This design comes from an exercise in tuning for a short achievable clock period and few clock cycles on the open sky130 flow, not from production work.
The RTL was checked by simulation tests, not by an equivalence proof against the original design.
The flow treats the clock pin as an ideal source, which a real chip does not have.

==> run a: inputs <==
==> flow/design.v <==
`timescale 1ns / 1ps
module PC(
    input  wire        clk,
    input  wire        rst,
    output wire [15:0] addr,
    output reg         go
);
    reg [15:1] a;
    always @(posedge clk) begin
        if (rst) a <= 15'd0;
        else     a <= a + 15'd1;
    end
    assign addr = {a, 1'b0};
    always @(posedge clk or posedge rst) begin
        if (rst) go <= 1'b0;
        else     go <= 1'b1;
    end
endmodule
`timescale 1ns / 1ps
module Decoder(
    input  wire [15:0] instr,
    output wire [3:0]  src1,
    output wire [3:0]  src2,
    output wire [3:0]  rd,
    output wire        itype,
    output wire [7:0]  imm,
    output wire        is_add,    
    output wire        is_sub,    
    output wire        is_or,
    output wire        is_and,
    output wire        is_slt,
    output wire        is_shl,
    output wire        is_shr
);
    wire [3:0] op = instr[15:12];
    assign src1  = instr[11:8];
    assign src2  = instr[7:4];
    assign imm   = instr[7:0];
    assign itype = (op == 4'd5) || (op == 4'd7) || (op == 4'd8);
    assign rd    = itype ? instr[11:8] : instr[3:0];
    assign is_add = (op == 4'd0) || (op == 4'd7);
    assign is_sub = (op == 4'd1) || (op == 4'd8);
    assign is_or  = (op == 4'd2);
    assign is_and = (op == 4'd3);
    assign is_slt = (op == 4'd4);
    assign is_shl = (op == 4'd5) && !instr[7];
    assign is_shr = (op == 4'd5) &&  instr[7];
endmodule
`timescale 1ns / 1ps
module Registers(
    input  wire        clk,
    input  wire        rst,
    input  wire [15:1] sel1,
    input  wire [15:1] sel2,
    input  wire [15:1] we,
    input  wire [15:0] write_data,
    output wire [15:0] SR1_OUT,
    output wire [15:0] SR2_OUT
);
    wire [15:0] t1 [0:15];
    wire [15:0] t2 [0:15];
    assign t1[0] = 16'd0;
    assign t2[0] = 16'd0;
    genvar g;
    generate
        for (g = 1; g < 16; g = g + 1) begin : gr
            reg [15:0] q;
            always @(posedge clk or posedge rst) begin
                if (rst)
                    q <= 16'd0;
                else if (we[g])
                    q <= write_data;
            end
            assign t1[g] = t1[g-1] | ({16{sel1[g]}} & q);
            assign t2[g] = t2[g-1] | ({16{sel2[g]}} & q);
        end
    endgenerate
    assign SR1_OUT = t1[15];
    assign SR2_OUT = t2[15];
endmodule
`timescale 1ns / 1ps
module ALU(
    input  wire [15:0] x,
    input  wire [15:0] k,
    input  wire [15:0] h,
    input  wire        ci,
    input  wire [3:0]  shamt,
    output wire [15:0] sum,
    output wire        co,
    output wire [15:0] or_r,
    output wire [15:0] and_r,
    output wire [15:0] shl,
    output wire [15:0] shr
);
    wire [16:0] s = {1'b0, x} + {1'b0, k} + {16'd0, ci};
    assign sum   = x ^ h ^ (s[15:0] ^ x ^ k);
    assign co    = s[16];
    assign or_r  = x | k;
    assign and_r = x & k;
    assign shl   = x << shamt;
    assign shr   = x >> shamt;
endmodule
`timescale 1ns / 1ps
module Control_Unit (
    input  wire [3:0]  src,
    input  wire        src_used,
    input  wire        v1,
    input  wire [3:0]  rd1,
    input  wire        v2,
    input  wire [3:0]  rd2,
    output wire        fwd,
    output wire        byp,
    output wire [15:1] sel
);
    wire nz = src_used && (src != 4'd0);
    assign fwd = nz && v1 && (rd1 == src);
    assign byp = nz && v2 && (rd2 == src);
    genvar j;
    generate
        for (j = 1; j < 16; j = j + 1) begin : s
            assign sel[j] = src_used && (src == j);
        end
    endgenerate
endmodule
`timescale 1ns / 1ps
module cpu16_core (
    input  wire        clk,
    input  wire        rst,
    output wire [15:0] imem_addr,
    input  wire [15:0] imem_data,
    output wire        retire_valid,
    output wire [3:0]  retire_rd,
    output wire [15:0] retire_data
);
    wire go;
    PC pc_inst (
        .clk(clk),
        .rst(rst),
        .addr(imem_addr),
        .go(go)
    );
    wire [3:0] src1, src2, rd;
    wire       itype;
    wire [7:0] imm;
    wire       d_add, d_sub, d_or, d_and, d_slt, d_shl, d_shr;
    Decoder dec_inst (
        .instr(imem_data),
        .src1(src1),
        .src2(src2),
        .rd(rd),
        .itype(itype),
        .imm(imm),
        .is_add(d_add),
        .is_sub(d_sub),
        .is_or(d_or),
        .is_and(d_and),
        .is_slt(d_slt),
        .is_shl(d_shl),
        .is_shr(d_shr)
    );
    reg         ir_v;
    reg  [3:0]  ir_rd;
    reg         ex_v;
    reg  [3:0]  ex_rd;
    reg         wb_v;
    reg  [3:0]  wb_rd;
    reg  [15:0] res;        
    reg  [15:0] wb_data;    
    reg  [15:0] out_data;   
    reg  [15:1] wb_we;      
    wire        fwd1, byp1, fwd2, byp2;
    wire [15:1] sel1, sel2;
    Control_Unit hz1 (
        .src(src1), .src_used(1'b1),
        .v1(ir_v), .rd1(ir_rd), .v2(ex_v), .rd2(ex_rd),
        .fwd(fwd1), .byp(byp1), .sel(sel1)
    );
    Control_Unit hz2 (
        .src(src2), .src_used(!itype),
        .v1(ir_v), .rd1(ir_rd), .v2(ex_v), .rd2(ex_rd),
        .fwd(fwd2), .byp(byp2), .sel(sel2)
    );
    wire swap = fwd2 & !fwd1;
    reg  [15:1] ir_s1, ir_s2;      
    reg         ir_b1, ir_b2;      
    reg         ir_it;             
    reg  [7:0]  ir_imm;
    reg         ir_f1, ir_f2, ir_swap;
    reg         ir_add, ir_sub, ir_or, ir_and, ir_slt, ir_shl, ir_shr;
    always @(posedge clk or posedge rst) begin
        if (rst) ir_v <= 1'b0;
        else     ir_v <= go;
    end
    always @(posedge clk) begin
        ir_rd   <= rd;
        ir_s1   <= sel1;
        ir_s2   <= sel2;
        ir_b1   <= byp1;
        ir_b2   <= byp2;
        ir_it   <= itype;
        ir_imm  <= imm;
        ir_f1   <= fwd1;
        ir_f2   <= fwd2;
        ir_swap <= swap;
        ir_add  <= d_add;
        ir_sub  <= d_sub;
        ir_or   <= d_or;
        ir_and  <= d_and;
        ir_slt  <= d_slt;
        ir_shl  <= d_shl;
        ir_shr  <= d_shr;
    end
    wire [15:0] rf1, rf2;
    Registers reg_inst (
        .clk(clk),
        .rst(rst),
        .sel1(ir_s1),
        .sel2(ir_s2),
        .we(wb_we),
        .write_data(wb_data),
        .SR1_OUT(rf1),
        .SR2_OUT(rf2)
    );
    wire [15:0] opa   = ir_b1 ? wb_data : rf1;
    wire [15:0] opb   = ir_it ? {8'd0, ir_imm} : (ir_b2 ? wb_data : rf2);
    wire [15:0] other = ir_swap ? opa : opb;
    wire        subl  = ir_sub | ir_slt;
    wire        both  = ir_f1 & ir_f2;
    wire        fx    = ir_f1 | ir_f2;
    wire [15:0] k     = other ^ {16{subl}};
    wire [15:0] h     = other ^ {16{subl & !(ir_sub & ir_swap)}};
    wire        ci    = subl & !ir_swap;
    reg [15:0] ex_a, ex_k, ex_h;
    reg        ex_ci;
    reg [3:0]  ex_sh;
    reg        s_sum_r, s_sum_a, s_or_r, s_or_a, s_and_r, s_and_a;
    reg        s_shl_r, s_shl_a, s_shr_r, s_shr_a;
    reg        s_lt_r, s_lt_a, s_ltinv;
    reg        s_dbl, s_same;
    always @(posedge clk or posedge rst) begin
        if (rst) ex_v <= 1'b0;
        else     ex_v <= ir_v;
    end
    always @(posedge clk) begin
        ex_rd   <= ir_rd;
        ex_a    <= opa;
        ex_k    <= k;
        ex_h    <= h;
        ex_ci   <= ci;
        ex_sh   <= ir_imm[3:0];
        s_sum_r <= (ir_add | ir_sub) & fx & !both;
        s_sum_a <= (ir_add | ir_sub) & !fx;
        s_or_r  <= ir_or  & fx & !both;
        s_or_a  <= ir_or  & !fx;
        s_and_r <= ir_and & fx & !both;
        s_and_a <= ir_and & !fx;
        s_shl_r <= ir_shl & fx;
        s_shl_a <= ir_shl & !fx;
        s_shr_r <= ir_shr & fx;
        s_shr_a <= ir_shr & !fx;
        s_lt_r  <= ir_slt & fx & !both;
        s_lt_a  <= ir_slt & !fx;
        s_ltinv <= !ir_swap;
        s_dbl   <= ir_add & both;
        s_same  <= (ir_or | ir_and) & both;
    end
    wire [15:0] sum_r, or_r, and_r, shl_r, shr_r;
    wire [15:0] sum_a, or_a, and_a, shl_a, shr_a;
    wire        co_r, co_a;
    ALU alu_r (
        .x(res), .k(ex_k), .h(ex_h), .ci(ex_ci), .shamt(ex_sh),
        .sum(sum_r), .co(co_r), .or_r(or_r), .and_r(and_r),
        .shl(shl_r), .shr(shr_r)
    );
    ALU alu_a (
        .x(ex_a), .k(ex_k), .h(ex_h), .ci(ex_ci), .shamt(ex_sh),
        .sum(sum_a), .co(co_a), .or_r(or_a), .and_r(and_a),
        .shl(shl_a), .shr(shr_a)
    );
    wire lt_r = co_r ^ s_ltinv;
    wire lt_a = co_a ^ s_ltinv;
    wire [15:0] alu_result =
          ({16{s_sum_r}} & sum_r) | ({16{s_sum_a}} & sum_a)
        | ({16{s_or_r }} & or_r ) | ({16{s_or_a }} & or_a )
        | ({16{s_and_r}} & and_r) | ({16{s_and_a}} & and_a)
        | ({16{s_shl_r}} & shl_r) | ({16{s_shl_a}} & shl_a)
        | ({16{s_shr_r}} & shr_r) | ({16{s_shr_a}} & shr_a)
        | {15'd0, (s_lt_r & lt_r) | (s_lt_a & lt_a)}
        | ({16{s_dbl}} & {res[14:0], 1'b0})
        | ({16{s_same}} & res);
    wire [15:1] we_n;
    genvar j;
    generate
        for (j = 1; j < 16; j = j + 1) begin : wdec
            assign we_n[j] = ex_v && (ex_rd == j);
        end
    endgenerate
    always @(posedge clk or posedge rst) begin
        if (rst) wb_v <= 1'b0;
        else     wb_v <= ex_v;
    end
    always @(posedge clk) begin
        wb_rd <= ex_rd;
        wb_we <= we_n;
        res   <= alu_result;
        wb_data  <= alu_result & {16{|we_n}};
        out_data <= alu_result & {16{ex_v}};
    end
    assign retire_valid = wb_v;
    assign retire_rd    = wb_rd;
    assign retire_data  = out_data;
endmodule
==> flow/flow/run.sh <==
#!/bin/bash
set -euo pipefail
here=$(pwd)
bash standard.sh \
  SETUP_SLACK_MARGIN=5.7 \
  SYNTH_SCRIPT="$here/flow/synth.tcl" \
  ADDER_MAP_FILE= \
  PRE_CTS_TCL="$here/flow/cts_root.tcl" \
  finish > standard_flow.log 2>&1
==> flow/flow/abc_delay.script <==
strash
dch -f
map -D 100
buffer -c
upsize -c
dnsize -c
==> flow/flow/cts_root.tcl <==
rename clock_tree_synthesis my_orig_clock_tree_synthesis
proc clock_tree_synthesis {args} {
  my_orig_clock_tree_synthesis {*}$args
  remove_clock_root_buffer
}

proc crb_out_net {inst} {
  foreach it [$inst getITerms] {
    if {[$it isOutputSignal] && [$it getNet] ne "NULL"} { return [$it getNet] }
  }
  return "NULL"
}
proc crb_in_iterm {inst} {
  foreach it [$inst getITerms] {
    if {[$it isInputSignal] && [$it getNet] ne "NULL"} { return $it }
  }
  return "NULL"
}
proc crb_is_buf {inst} {
  return [string match "sky130_fd_sc_hd__clkbuf_*" [[$inst getMaster] getName]]
}

proc remove_clock_root_buffer {} {
  set block [ord::get_db_block]
  set port_net [$block findNet clk]
  if {$port_net eq "NULL"} { puts "remove_clock_root_buffer: no clock net"; return }
  set sinks [$port_net getITerms]
  if {[llength $sinks] != 1} { puts "remove_clock_root_buffer: clock port has [llength $sinks] sinks, skip"; return }
  set root [[lindex $sinks 0] getInst]
  if {![crb_is_buf $root]} { puts "remove_clock_root_buffer: root is not a buffer, skip"; return }
  set root_net [crb_out_net $root]
  set loads {}
  set dummies {}
  foreach it [$root_net getITerms] {
    if {[$it isOutputSignal]} continue
    set inst [$it getInst]
    if {[crb_out_net $inst] eq "NULL" && [string match "clkload*" [$inst getName]]} { lappend dummies $inst; continue }
    if {![crb_is_buf $inst]} { puts "remove_clock_root_buffer: root drives [$inst getName], skip"; return }
    lappend loads $it
  }
  if {[llength $loads] < 1 || [llength $loads] > 4} { puts "remove_clock_root_buffer: root drives [llength $loads] buffers, skip"; return }
  foreach d $dummies { odb::dbInst_destroy $d }
  foreach it $loads {
    $it disconnect
    $it connect $port_net
  }
  odb::dbInst_destroy $root
  odb::dbNet_destroy $root_net
  puts "remove_clock_root_buffer: clock port now drives [llength $loads] clock buffers directly; removed the root buffer and [llength $dummies] dummy loads"
}
==> flow/flow/synth.tcl <==
# The standard flow's synthesis (synth_recipe.tcl: ORFS synth.tcl without the fsm and
# share passes, flattened, function nets renamed), with one change: the
# final technology mapping runs ABC with a delay-driven script
# (abc_delay.script) in place of ORFS's abc_speed.script. Registers are
# untouched: ABC maps only the logic between them.
set ::own_abc_script [file join [file dirname [file normalize [info script]]] abc_delay.script]
proc synth {args} { yosys synth -nofsm -noshare {*}$args }
proc abc {args} {
  set i [lsearch -exact $args -script]
  if {$i >= 0} { lset args [expr {$i + 1}] $::own_abc_script }
  yosys abc {*}$args
}
source $::env(SCRIPTS_DIR)/synth.tcl
# left out here: clear keep_hierarchy, flatten, clean up, hide names made inside functions, write 1_2_yosys.v
==> flow/standard.sh <==
#!/bin/bash
# synth_recipe.tcl (not shown) runs the flow's synth.tcl, then flattens the netlist and writes it again
# the make line also repeats each setting of config.mk as NAME=value (left out here)
make -C /OpenROAD-flow-scripts/flow DESIGN_CONFIG=/design/flow/config.mk WORK_HOME=/design/flow/orfs CLKGATE_MAP_FILE= SYNTH_SCRIPT=/design/flow/synth_recipe.tcl "${@:-finish}"
==> flow/config.mk <==
export PLATFORM = sky130hd
export DESIGN_NAME = cpu16_core
export DESIGN_NICKNAME = cpu16_core
export VERILOG_FILES = /design/flow/design.v
export SDC_FILE = /design/flow/constraint.sdc
export NUM_CORES = 4
export LEC_CHECK = 0
export CAP_MARGIN = 20
export CORE_MARGIN = 2
export CORE_UTILIZATION = 40
export PLACE_DENSITY = 0.6
export SETUP_SLACK_MARGIN = 5
export SLEW_MARGIN = 20
export TNS_END_PERCENT = 100
==> flow/constraint.sdc <==
create_clock -name core_clock -period 8.0 [get_ports {clk}]
set_input_delay 1.6000 -clock core_clock [delete_from_list [all_inputs] [get_ports {clk}]]
set_output_delay 1.6000 -clock core_clock [all_outputs]
set_load 0.01 [all_outputs]
==> run b: changes against run a <==
==> flow/design.v, changed modules only <==
module PC(
    input  wire        clk,
    input  wire        rst,
    output reg  [15:0] addr,
    output reg         go
);
    always @(posedge clk or posedge rst) begin
        if (rst) begin
            addr <= 16'h0000;
            go   <= 1'b0;
        end else begin
            addr <= addr + 16'd2;
            go   <= 1'b1;
        end
    end
endmodule
module Registers(
    input  wire        clk,
    input  wire        rst,
    input  wire [15:1] sel1,
    input  wire [15:1] sel2,
    input  wire [3:0]  RA,
    input  wire [15:0] write_data,
    input  wire        reg_write,
    output wire [15:0] SR1_OUT,
    output wire [15:0] SR2_OUT
);
    wire [15:0] t1 [0:15];
    wire [15:0] t2 [0:15];
    assign t1[0] = 16'd0;
    assign t2[0] = 16'd0;
    genvar g;
    generate
        for (g = 1; g < 16; g = g + 1) begin : gr
            reg [15:0] q;
            always @(posedge clk or posedge rst) begin
                if (rst)
                    q <= 16'd0;
                else if (reg_write && RA == g)
                    q <= write_data;
            end
            assign t1[g] = t1[g-1] | ({16{sel1[g]}} & q);
            assign t2[g] = t2[g-1] | ({16{sel2[g]}} & q);
        end
    endgenerate
    assign SR1_OUT = t1[15];
    assign SR2_OUT = t2[15];
endmodule
module cpu16_core (
    input  wire        clk,
    input  wire        rst,
    output wire [15:0] imem_addr,
    input  wire [15:0] imem_data,
    output wire        retire_valid,
    output wire [3:0]  retire_rd,
    output wire [15:0] retire_data
);
    wire go;
    PC pc_inst (
        .clk(clk),
        .rst(rst),
        .addr(imem_addr),
        .go(go)
    );
    wire [3:0] src1, src2, rd;
    wire       itype;
    wire [7:0] imm;
    wire       d_add, d_sub, d_or, d_and, d_slt, d_shl, d_shr;
    Decoder dec_inst (
        .instr(imem_data),
        .src1(src1),
        .src2(src2),
        .rd(rd),
        .itype(itype),
        .imm(imm),
        .is_add(d_add),
        .is_sub(d_sub),
        .is_or(d_or),
        .is_and(d_and),
        .is_slt(d_slt),
        .is_shl(d_shl),
        .is_shr(d_shr)
    );
    reg         ir_v;
    reg  [3:0]  ir_rd;
    reg         ex_v;
    reg  [3:0]  ex_rd;
    reg         wb_v;
    reg  [3:0]  wb_rd;
    reg  [15:0] res;
    wire        fwd1, byp1, fwd2, byp2;
    wire [15:1] sel1, sel2;
    Control_Unit hz1 (
        .src(src1), .src_used(1'b1),
        .v1(ir_v), .rd1(ir_rd), .v2(ex_v), .rd2(ex_rd),
        .fwd(fwd1), .byp(byp1), .sel(sel1)
    );
    Control_Unit hz2 (
        .src(src2), .src_used(!itype),
        .v1(ir_v), .rd1(ir_rd), .v2(ex_v), .rd2(ex_rd),
        .fwd(fwd2), .byp(byp2), .sel(sel2)
    );
    wire swap = fwd2 & !fwd1;
    reg  [15:1] ir_s1, ir_s2;      
    reg         ir_b1, ir_b2;      
    reg         ir_it;             
    reg  [7:0]  ir_imm;
    reg         ir_f1, ir_f2, ir_swap;
    reg         ir_add, ir_sub, ir_or, ir_and, ir_slt, ir_shl, ir_shr;
    always @(posedge clk or posedge rst) begin
        if (rst) ir_v <= 1'b0;
        else     ir_v <= go;
    end
    always @(posedge clk) begin
        ir_rd   <= rd;
        ir_s1   <= sel1;
        ir_s2   <= sel2;
        ir_b1   <= byp1;
        ir_b2   <= byp2;
        ir_it   <= itype;
        ir_imm  <= imm;
        ir_f1   <= fwd1;
        ir_f2   <= fwd2;
        ir_swap <= swap;
        ir_add  <= d_add;
        ir_sub  <= d_sub;
        ir_or   <= d_or;
        ir_and  <= d_and;
        ir_slt  <= d_slt;
        ir_shl  <= d_shl;
        ir_shr  <= d_shr;
    end
    wire [15:0] rf1, rf2;
    Registers reg_inst (
        .clk(clk),
        .rst(rst),
        .sel1(ir_s1),
        .sel2(ir_s2),
        .RA(wb_rd),
        .write_data(res),
        .reg_write(wb_v),
        .SR1_OUT(rf1),
        .SR2_OUT(rf2)
    );
    wire [15:0] opa   = ir_b1 ? res : rf1;
    wire [15:0] opb   = ir_it ? {8'd0, ir_imm} : (ir_b2 ? res : rf2);
    wire [15:0] other = ir_swap ? opa : opb;
    wire        subl  = ir_sub | ir_slt;
    wire        both  = ir_f1 & ir_f2;
    wire        fx    = ir_f1 | ir_f2;
    wire [15:0] k     = other ^ {16{subl}};
    wire [15:0] h     = other ^ {16{subl & !(ir_sub & ir_swap)}};
    wire        ci    = subl & !ir_swap;
    reg [15:0] ex_a, ex_k, ex_h;
    reg        ex_ci;
    reg [3:0]  ex_sh;
    reg        s_sum_r, s_sum_a, s_or_r, s_or_a, s_and_r, s_and_a;
    reg        s_shl_r, s_shl_a, s_shr_r, s_shr_a;
    reg        s_lt_r, s_lt_a, s_ltinv;
    reg        s_dbl, s_same;
    always @(posedge clk or posedge rst) begin
        if (rst) ex_v <= 1'b0;
        else     ex_v <= ir_v;
    end
    always @(posedge clk) begin
        ex_rd   <= ir_rd;
        ex_a    <= opa;
        ex_k    <= k;
        ex_h    <= h;
        ex_ci   <= ci;
        ex_sh   <= ir_imm[3:0];
        s_sum_r <= (ir_add | ir_sub) & fx & !both;
        s_sum_a <= (ir_add | ir_sub) & !fx;
        s_or_r  <= ir_or  & fx & !both;
        s_or_a  <= ir_or  & !fx;
        s_and_r <= ir_and & fx & !both;
        s_and_a <= ir_and & !fx;
        s_shl_r <= ir_shl & fx;
        s_shl_a <= ir_shl & !fx;
        s_shr_r <= ir_shr & fx;
        s_shr_a <= ir_shr & !fx;
        s_lt_r  <= ir_slt & fx & !both;
        s_lt_a  <= ir_slt & !fx;
        s_ltinv <= !ir_swap;
        s_dbl   <= ir_add & both;
        s_same  <= (ir_or | ir_and) & both;
    end
    wire [15:0] sum_r, or_r, and_r, shl_r, shr_r;
    wire [15:0] sum_a, or_a, and_a, shl_a, shr_a;
    wire        co_r, co_a;
    ALU alu_r (
        .x(res), .k(ex_k), .h(ex_h), .ci(ex_ci), .shamt(ex_sh),
        .sum(sum_r), .co(co_r), .or_r(or_r), .and_r(and_r),
        .shl(shl_r), .shr(shr_r)
    );
    ALU alu_a (
        .x(ex_a), .k(ex_k), .h(ex_h), .ci(ex_ci), .shamt(ex_sh),
        .sum(sum_a), .co(co_a), .or_r(or_a), .and_r(and_a),
        .shl(shl_a), .shr(shr_a)
    );
    wire lt_r = co_r ^ s_ltinv;
    wire lt_a = co_a ^ s_ltinv;
    wire [15:0] alu_result =
          ({16{s_sum_r}} & sum_r) | ({16{s_sum_a}} & sum_a)
        | ({16{s_or_r }} & or_r ) | ({16{s_or_a }} & or_a )
        | ({16{s_and_r}} & and_r) | ({16{s_and_a}} & and_a)
        | ({16{s_shl_r}} & shl_r) | ({16{s_shl_a}} & shl_a)
        | ({16{s_shr_r}} & shr_r) | ({16{s_shr_a}} & shr_a)
        | {15'd0, (s_lt_r & lt_r) | (s_lt_a & lt_a)}
        | ({16{s_dbl}} & {res[14:0], 1'b0})
        | ({16{s_same}} & res);
    always @(posedge clk or posedge rst) begin
        if (rst) wb_v <= 1'b0;
        else     wb_v <= ex_v;
    end
    always @(posedge clk) begin
        wb_rd <= ex_rd;
        res   <= alu_result;
    end
    assign retire_valid = wb_v;
    assign retire_rd    = wb_rd;
    assign retire_data  = res;
endmodule
==> metrics.md <==
| Metric | Value |
|---|---|
| Status | `no timing/DRC/antenna violations` |
| Die X | `245.1 um` |
| Buffers, non-clock | `178` |
| Vias per cell | `6.221` |
| Crit-path cells | `buf_6` |
| Vias in the first global route | `22.77k` |
| Core ar. | `0.05759 mm^2` |
| Clk latency of the worst-skew pair | `440 ps` |
| Max VDD drop | `208.7 uV` |
| Synth Instances | `3,047` |
| Vias | `24.36k` |
| Cell area after layout | `0.02786 mm^2` |
| Clk_buf instances | `70` |
# the run above: run a

==> metrics.md <==
| Metric | Value |
|---|---|
| Core ar. | `0.05509 mm^2` |
| Vias | `23.28k` |
| Die X | `240.2 um` |
| Vias in the first global route | `22.10k` |
| Buffers, non-clock | `194` |
| Clk_buf instances | `66` |
| Synth Instances | `2,941` |
| Number of flip-flops in the largest register | `240` |
| Max VDD drop | `203.5 uV` |
| Clk latency of the worst-skew pair | `430 ps` |
| Cell area after layout | `0.02640 mm^2` |
| Status | `no timing/DRC/antenna violations` |
| Met2 wire len | `45.43 mm` |
| Vias per cell | `6.170` |
# the run above: run b

Testbench counts of run a, summed over its fixed seeds: cycles 48,024.
Testbench counts of run b, summed over its fixed seeds: cycles 48,024.

==> separate check: timing with driven ports <==
In the flow no input, the clock included, has a driving cell. The finished layouts below were timed again as built, in two steps.
Step 1, drivers: a clkbuf_16 drives clk and a buf_2 each remaining input, both assumed.
Step 2 also shifts input and output timing later by t, the mid clock arrival at the registers, as if the neighbouring blocks saw the same clock.
Three values: ideal, step 1, step 2; two values: the first two.
| run | t (ns) | slack for setup (ns) | worst slew at a driven data input, ns |
|---|---|---|---|
| run a | 0.532 | 5.403 / 5.282 / 5.319 | 0.04 |
| run b | 0.528 | 5.429 / 5.313 / 5.289 | 0.05 |
After both steps every run listed still meets setup and hold. For run b, which loses most, drivers alone change the setup slack by -0.116 ns; drivers and shift together by -0.140 ns.
